Context: an optimization exercise on an open-source flow, tuned for small area, a short achievable clock period and few clock cycles. The choices shown serve that exercise and are no tape-out recipe. Where RTL was checked, it was by simulation tests only, not by an equivalence proof against the original. Power figures rest on the tool's default switching activity, not on a simulated workload.

==> maple <==
==> flow/design.v (excerpt) <==
module risc_processor (
    input wire clk,reset,
    output wire [9:0] imem_addr,
    input wire [31:0] imem_data,
    output wire [9:0] dmem_addr,
    output wire [31:0] dmem_wdata,
    output wire dmem_we,
    input wire [31:0] dmem_rdata,
    output wire halted
);
==> module risc_processor, before the edit <==
module risc_processor (
    input wire clk,reset,
    output wire [9:0] imem_addr,
    input wire [31:0] imem_data,
    output wire [9:0] dmem_addr,
    output wire [31:0] dmem_wdata,
    output wire dmem_we,
    input wire [31:0] dmem_rdata,
    output wire halted
);
reg  [9:0]  pc;
reg         halt_r;
reg  [31:0] xa, xb;           
reg  [9:0]  ximm;             
reg  [3:0]  xrd;              
reg         xwen;             
reg         xld, xst;         
reg         xcbr;             
reg  [1:0]  xbop;             
reg         xpred;            
reg  [9:0]  xalt;             
reg  [3:0]  xfn;              
reg  [31:0] rf [1:15];
assign imem_addr = pc;
assign halted    = halt_r;
wire [31:0] bx   = xb ^ {32{xfn == 4'd1}};
wire [31:0] sum  = xa + bx + {31'b0, xfn == 4'd1};
reg  [31:0] alu;
always @(*) begin
    case (xfn)
        4'd2:    alu = xa & xb;
        4'd3:    alu = xa ^ xb;
        4'd4:    alu = xa | xb;
        4'd5:    alu = ~xa;
        4'd6,
        4'd7:    alu = xb[0] ? {xa[30:0], 1'b0} : xa;
        4'd8:    alu = xb[0] ? {xa[31], xa[31:1]} : xa;
        4'd9:    alu = xb[0] ? {1'b0, xa[31:1]} : xa;
        default: alu = sum;
    endcase
end
wire [31:0] xres = xld ? dmem_rdata : alu;
assign dmem_addr  = xa[9:0] + ximm;
assign dmem_wdata = xb;
assign dmem_we    = xst;
wire azero = (xa == 32'd0);
wire taken = (xbop == 2'b01) ? xa[31] :
             (xbop == 2'b10) ? (~xa[31] & ~azero) : azero;
wire mispredict = xcbr & (taken != xpred);
always @(posedge clk)
    if (xwen) rf[xrd] <= xres;
wire [31:0] ins = imem_data;
wire [5:0]  op  = ins[31:26];
wire [3:0]  rs  = ins[24:21];
wire [3:0]  rt  = ins[19:16];
wire [3:0]  rd  = ins[14:11];
wire is_halt = (ins == 32'hFFFFFFFF);
wire is_r    = (op[5:4] == 2'b00);
wire is_i    = (op[5:4] == 2'b01);
wire is_mem  = (op[5:4] == 2'b10);
wire is_br   = (op[5:4] == 2'b11) & ~is_halt;
wire is_ld   = is_mem & ~op[1];
wire is_st   = is_mem & op[1];
wire is_bru  = is_br & (op[1:0] == 2'b00);
wire [3:0] dst = is_r ? rd : rt;
wire wr      = (is_r | is_i | is_ld) & (dst != 4'd0);
reg [3:0] fn;
always @(*) begin
    if (is_r)
        fn = ins[3:0] - 4'd1;
    else if (is_i)
        fn = (op[3:0] == 4'd10) ? 4'd0 : op[3:0];
    else
        fn = 4'd0;
end
wire [31:0] ra = (rs == 4'd0) ? 32'd0 : rf[rs];
wire [31:0] rb = (rt == 4'd0) ? 32'd0 : rf[rt];
wire fwa = xwen & (xrd == rs);
wire fwb = xwen & (xrd == rt);
wire [31:0] opa = fwa ? xres : ra;
wire [31:0] opb = is_i ? {{16{ins[15]}}, ins[15:0]} : (fwb ? xres : rb);
wire [9:0] pc1    = pc + 10'd1;
wire [9:0] target = pc1 + ins[9:0];
wire pred         = is_br & (is_bru | ins[15]);
wire issue = ~mispredict & ~halt_r;
always @(posedge clk) begin
    xa   <= opa;
    xb   <= opb;
    ximm <= ins[9:0];
    xrd  <= dst;
    xfn  <= fn;
    xbop <= op[1:0];
    xpred <= pred;
    xalt <= pred ? pc1 : target;
    if (reset) begin
        pc     <= 10'd0;
        halt_r <= 1'b0;
        xwen   <= 1'b0;
        xld    <= 1'b0;
        xst    <= 1'b0;
        xcbr   <= 1'b0;
    end else begin
        xwen <= issue & wr;
        xld  <= issue & is_ld;
        xst  <= issue & is_st;
        xcbr <= issue & is_br & ~is_bru;
        if (issue & is_halt)
            halt_r <= 1'b1;
        if (mispredict)
            pc <= xalt;
        else if (~halt_r & ~is_halt)
            pc <= pred ? target : pc1;
    end
end
endmodule
export LEC_CHECK = 0
export CAP_MARGIN = 20
export CORE_MARGIN = 2
export CORE_UTILIZATION = 40
export PLACE_DENSITY = 0.6
export SLEW_MARGIN = 20
create_clock -name core_clock -period 6.0 [get_ports {clk}]
run.sh (not shown) runs the stock make flow with config.mk's settings and CLKGATE_MAP_FILE= SYNTH_SCRIPT=/design/flow/synth_recipe.tcl, a recipe that flattens the netlist after the stock synthesis.
==> xenon (differences from maple) <==
--- a/flow/design.v
+++ b/flow/design.v
@@ -11,6 +11,7 @@
 reg  [9:0]  pc;
 reg         halt_r;
-reg  [31:0] xa, xb;           
-reg  [9:0]  ximm;             
+reg  [31:0] xa;               
+reg  [31:0] xb;               
+reg  [9:0]  xaddr;            
 reg  [3:0]  xrd;              
 reg         xwen;             
@@ -20,26 +21,21 @@
 reg         xpred;            
 reg  [9:0]  xalt;             
-reg  [3:0]  xfn;              
+reg         xsub, xadd, xand, xxor, xor_, xnot, xshl, xsra, xsrl, xpass;
 reg  [31:0] rf [1:15];
 assign imem_addr = pc;
 assign halted    = halt_r;
-wire [31:0] bx   = xb ^ {32{xfn == 4'd1}};
-wire [31:0] sum  = xa + bx + {31'b0, xfn == 4'd1};
-reg  [31:0] alu;
-always @(*) begin
-    case (xfn)
-        4'd2:    alu = xa & xb;
-        4'd3:    alu = xa ^ xb;
-        4'd4:    alu = xa | xb;
-        4'd5:    alu = ~xa;
-        4'd6,
-        4'd7:    alu = xb[0] ? {xa[30:0], 1'b0} : xa;
-        4'd8:    alu = xb[0] ? {xa[31], xa[31:1]} : xa;
-        4'd9:    alu = xb[0] ? {1'b0, xa[31:1]} : xa;
-        default: alu = sum;
-    endcase
-end
-wire [31:0] xres = xld ? dmem_rdata : alu;
-assign dmem_addr  = xa[9:0] + ximm;
+wire [31:0] sum = xa + xb;
+wire [31:0] xres = ({32{xld}}  & dmem_rdata)
+                 | ({32{xadd}} & sum)
+                 | ({32{xsub}} & ~sum)
+                 | ({32{xand}} & (xa & xb))
+                 | ({32{xxor}} & (xa ^ xb))
+                 | ({32{xor_}} & (xa | xb))
+                 | ({32{xnot}} & ~xa)
+                 | ({32{xshl}} & {xa[30:0], 1'b0})
+                 | ({32{xsra}} & {xa[31], xa[31:1]})
+                 | ({32{xsrl}} & {1'b0, xa[31:1]})
+                 | ({32{xpass}} & xa);
+assign dmem_addr  = xaddr;
 assign dmem_wdata = xb;
 assign dmem_we    = xst;
@@ -69,28 +65,42 @@
     if (is_r)
         fn = ins[3:0] - 4'd1;
-    else if (is_i)
-        fn = (op[3:0] == 4'd10) ? 4'd0 : op[3:0];
+    else if (is_i & (op[3:0] != 4'd10))
+        fn = op[3:0];
     else
         fn = 4'd0;
 end
+wire fwa = xwen & (xrd == rs);
+wire fwb = xwen & (xrd == rt);
 wire [31:0] ra = (rs == 4'd0) ? 32'd0 : rf[rs];
 wire [31:0] rb = (rt == 4'd0) ? 32'd0 : rf[rt];
-wire fwa = xwen & (xrd == rs);
-wire fwb = xwen & (xrd == rt);
 wire [31:0] opa = fwa ? xres : ra;
 wire [31:0] opb = is_i ? {{16{ins[15]}}, ins[15:0]} : (fwb ? xres : rb);
+wire sub = (fn == 4'd1);
+wire b0  = opb[0];
+wire addr_stall = is_mem & fwa;
+wire [9:0] addr = ra[9:0] + ins[9:0];
 wire [9:0] pc1    = pc + 10'd1;
-wire [9:0] target = pc1 + ins[9:0];
+wire [10:0] tgt1  = {pc, 1'b1} + {ins[9:0], 1'b1};  
+wire [9:0] target = tgt1[10:1];
 wire pred         = is_br & (is_bru | ins[15]);
-wire issue = ~mispredict & ~halt_r;
+wire issue = ~mispredict & ~halt_r & ~addr_stall;
 always @(posedge clk) begin
-    xa   <= opa;
-    xb   <= opb;
-    ximm <= ins[9:0];
-    xrd  <= dst;
-    xfn  <= fn;
-    xbop <= op[1:0];
+    xa    <= opa ^ {32{sub}};
+    xb    <= opb;
+    xaddr <= addr;
+    xrd   <= dst;
+    xbop  <= op[1:0];
     xpred <= pred;
-    xalt <= pred ? pc1 : target;
+    xalt  <= pred ? pc1 : target;
+    xsub  <= sub;
+    xadd  <= (fn == 4'd0) & ~is_ld;
+    xand  <= (fn == 4'd2);
+    xxor  <= (fn == 4'd3);
+    xor_  <= (fn == 4'd4);
+    xnot  <= (fn == 4'd5);
+    xshl  <= ((fn == 4'd6) | (fn == 4'd7)) & b0;
+    xsra  <= (fn == 4'd8) & b0;
+    xsrl  <= (fn == 4'd9) & b0;
+    xpass <= (fn >= 4'd6) & (fn <= 4'd9) & ~b0;
     if (reset) begin
         pc     <= 10'd0;
@@ -109,5 +119,5 @@
         if (mispredict)
             pc <= xalt;
-        else if (~halt_r & ~is_halt)
+        else if (issue & ~is_halt)
             pc <= pred ? target : pc1;
     end
--- a/flow/config.mk
+++ b/flow/config.mk
@@ -10,3 +10,5 @@
 export CORE_UTILIZATION = 40
 export PLACE_DENSITY = 0.6
+export SETUP_SLACK_MARGIN = 3.0
 export SLEW_MARGIN = 20
+export TNS_END_PERCENT = 5
==> zinc (differences from maple) <==
--- a/flow/design.v
+++ b/flow/design.v
@@ -1,2 +1,5 @@
+module add10 (input wire [9:0] a, b, output wire [9:0] s);
+assign s = a + b;
+endmodule
 module risc_processor (
     input wire clk,reset,
@@ -11,6 +14,7 @@
 reg  [9:0]  pc;
 reg         halt_r;
-reg  [31:0] xa, xb;           
-reg  [9:0]  ximm;             
+reg  [31:0] xa;               
+reg  [31:0] xb;               
+reg  [9:0]  xaddr;            
 reg  [3:0]  xrd;              
 reg         xwen;             
@@ -20,26 +24,20 @@
 reg         xpred;            
 reg  [9:0]  xalt;             
-reg  [3:0]  xfn;              
+reg         xsub, xadd, xand, xxor, xor_, xnot, xshl, xsra, xsrl, xpass;
 reg  [31:0] rf [1:15];
 assign imem_addr = pc;
 assign halted    = halt_r;
-wire [31:0] bx   = xb ^ {32{xfn == 4'd1}};
-wire [31:0] sum  = xa + bx + {31'b0, xfn == 4'd1};
-reg  [31:0] alu;
-always @(*) begin
-    case (xfn)
-        4'd2:    alu = xa & xb;
-        4'd3:    alu = xa ^ xb;
-        4'd4:    alu = xa | xb;
-        4'd5:    alu = ~xa;
-        4'd6,
-        4'd7:    alu = xb[0] ? {xa[30:0], 1'b0} : xa;
-        4'd8:    alu = xb[0] ? {xa[31], xa[31:1]} : xa;
-        4'd9:    alu = xb[0] ? {1'b0, xa[31:1]} : xa;
-        default: alu = sum;
-    endcase
-end
-wire [31:0] xres = xld ? dmem_rdata : alu;
-assign dmem_addr  = xa[9:0] + ximm;
+wire [31:0] sum = xa + xb;
+wire [31:0] xoth = ({32{xld}}  & dmem_rdata)
+                 | ({32{xand}} & (xa & xb))
+                 | ({32{xxor}} & (xa ^ xb))
+                 | ({32{xor_}} & (xa | xb))
+                 | ({32{xnot}} & ~xa)
+                 | ({32{xshl}} & {xa[30:0], 1'b0})
+                 | ({32{xsra}} & {xa[31], xa[31:1]})
+                 | ({32{xsrl}} & {1'b0, xa[31:1]})
+                 | ({32{xpass}} & xa);
+wire [31:0] xres = ({32{xadd}} & sum) | ({32{xsub}} & ~sum) | xoth;
+assign dmem_addr  = xaddr;
 assign dmem_wdata = xb;
 assign dmem_we    = xst;
@@ -69,28 +67,53 @@
     if (is_r)
         fn = ins[3:0] - 4'd1;
-    else if (is_i)
-        fn = (op[3:0] == 4'd10) ? 4'd0 : op[3:0];
+    else if (is_i & (op[3:0] != 4'd10))
+        fn = op[3:0];
     else
         fn = 4'd0;
 end
+wire fwa = xwen & (xrd == rs);
+wire fwb = xwen & (xrd == rt);
 wire [31:0] ra = (rs == 4'd0) ? 32'd0 : rf[rs];
 wire [31:0] rb = (rt == 4'd0) ? 32'd0 : rf[rt];
-wire fwa = xwen & (xrd == rs);
-wire fwb = xwen & (xrd == rt);
-wire [31:0] opa = fwa ? xres : ra;
-wire [31:0] opb = is_i ? {{16{ins[15]}}, ins[15:0]} : (fwb ? xres : rb);
+wire sub = (fn == 4'd1);
+wire [31:0] imm = {{16{ins[15]}}, ins[15:0]};
+wire fa_p = fwa & ((xadd & ~sub) | (xsub & sub));
+wire fa_n = fwa & ((xsub & ~sub) | (xadd & sub));
+wire fa_o = fwa & ~xadd & ~xsub;
+wire [31:0] xa_d = ({32{fa_p}} & sum) | ({32{fa_n}} & ~sum)
+                 | ({32{fa_o}} & (xoth ^ {32{sub}}))
+                 | ({32{~fwa}} & (ra ^ {32{sub}}));
+wire fb   = fwb & ~is_i;
+wire [31:0] xb_d = ({32{fb & xadd}} & sum) | ({32{fb & xsub}} & ~sum)
+                 | ({32{fb}} & xoth)
+                 | ({32{~fwb & ~is_i}} & rb)
+                 | ({32{is_i}} & imm);
+wire b0  = is_i ? ins[0] : (fwb ? xres[0] : rb[0]);
+wire addr_stall = is_mem & fwa;
+wire [9:0] addr;
+add10 addr_add (.a(ra[9:0]), .b(ins[9:0]), .s(addr));
 wire [9:0] pc1    = pc + 10'd1;
-wire [9:0] target = pc1 + ins[9:0];
+wire [10:0] tgt1  = {pc, 1'b1} + {ins[9:0], 1'b1};  
+wire [9:0] target = tgt1[10:1];
 wire pred         = is_br & (is_bru | ins[15]);
-wire issue = ~mispredict & ~halt_r;
+wire issue = ~mispredict & ~halt_r & ~addr_stall;
 always @(posedge clk) begin
-    xa   <= opa;
-    xb   <= opb;
-    ximm <= ins[9:0];
-    xrd  <= dst;
-    xfn  <= fn;
-    xbop <= op[1:0];
+    xa    <= xa_d;
+    xb    <= xb_d;
+    xaddr <= addr;
+    xrd   <= dst;
+    xbop  <= op[1:0];
     xpred <= pred;
-    xalt <= pred ? pc1 : target;
+    xalt  <= pred ? pc1 : target;
+    xsub  <= sub;
+    xadd  <= (fn == 4'd0) & ~is_ld;
+    xand  <= (fn == 4'd2);
+    xxor  <= (fn == 4'd3);
+    xor_  <= (fn == 4'd4);
+    xnot  <= (fn == 4'd5);
+    xshl  <= ((fn == 4'd6) | (fn == 4'd7)) & b0;
+    xsra  <= (fn == 4'd8) & b0;
+    xsrl  <= (fn == 4'd9) & b0;
+    xpass <= (fn >= 4'd6) & (fn <= 4'd9) & ~b0;
     if (reset) begin
         pc     <= 10'd0;
@@ -109,5 +132,5 @@
         if (mispredict)
             pc <= xalt;
-        else if (~halt_r & ~is_halt)
+        else if (issue & ~is_halt)
             pc <= pred ? target : pc1;
     end
--- a/flow/config.mk
+++ b/flow/config.mk
@@ -10,3 +10,7 @@
 export CORE_UTILIZATION = 40
 export PLACE_DENSITY = 0.6
+export SETUP_SLACK_MARGIN = 3.0
 export SLEW_MARGIN = 20
+export SYNTH_HIERARCHICAL = 1
+export SYNTH_MINIMUM_KEEP_SIZE = 0
+export TNS_END_PERCENT = 5
==> qor summary <==
|  | maple | zinc | xenon |
|---|---|---|---|
| Routed length on met2 | 49,080 um | 51,730 um | 48,550 um |
| Crit path capture | rf[14][28] | xcbr | xaddr[8] |
| Die Footprint | 83,280 um2 | 84,030 um2 | 80,850 um2 |
| Upper clock frequency limit | 0.2017 GHz | 0.2995 GHz | 0.2978 GHz |
| Post-synthesis simple-gate area fraction | 0.06466 | 0.07421 | 0.05532 |
| Min-delay src | xalt[8] | xalt[7] | xalt[8] |
| Number of clock buffers in the layout | 69 | 75 | 83 |
| Hold slack final | 0.4340 ns | 0.4675 ns | 0.4638 ns |
| Wire length the detailed router placed on met1 | 41,330 um | 44,200 um | 41,050 um |
| Share of total power consumed by net switching | 0.3159 | 0.3180 | 0.3014 |
| Final Total Pwr | 11,950 uW | 12,770 uW | 12,170 uW |
| Area added between synthesis and finish | 13.34% | 18.31% | 19.40% |
| #MultiIn Comb | 1,530 | 1,646 | 1,477 |
| Outcome | complete, no violations | complete, no violations | complete, no violations |
| Flip-flop and latch power | 5290 uW | 5340 uW | 5320 uW |
Testbench counts of maple, summed over its fixed seeds: cycles 30,735.
Testbench counts of xenon, summed over its fixed seeds: cycles 31,508.
Function not checked in zinc: the RTL went through the layout flow alone.

==> afterwards: timing with drivers on the ports <==
The flow's constraints put no driver on any port. The routed layouts listed below were extracted and timed again, unchanged, in two steps. Step 1, drivers: a clkbuf_16 drives clk and a buf_2 each remaining input, both assumed. Step 2 adds t to the input delays and takes it off the output delays; t is the mean of the earliest and latest rising clock arrival at the registers after step 1. Input paths then give back, and output paths get back, about the clock's delay inside the block. a / b / c = ideal / step 1 / step 2; a / b = the first two.
run | t (ns) | setup slack, ns | worst setup path at the end | latest minus earliest clock arrival (ns) | worst register clock-pin slew, ns
maple | 0.681 | 1.041 / 1.041 / 1.041 | register to register | 0.031 / 0.031 | 0.07 / 0.07
xenon | 0.680 | 2.642 / 2.453 / 1.773 | input to register | 0.026 / 0.027 | 0.07 / 0.07
zinc | 0.698 | 2.661 / 2.504 / 1.806 | input to register | 0.024 / 0.024 | 0.07 / 0.07
After both steps every run listed still meets setup and hold. For xenon, which loses most, drivers alone change the setup slack by -0.189 ns; drivers and shift together by -0.869 ns.
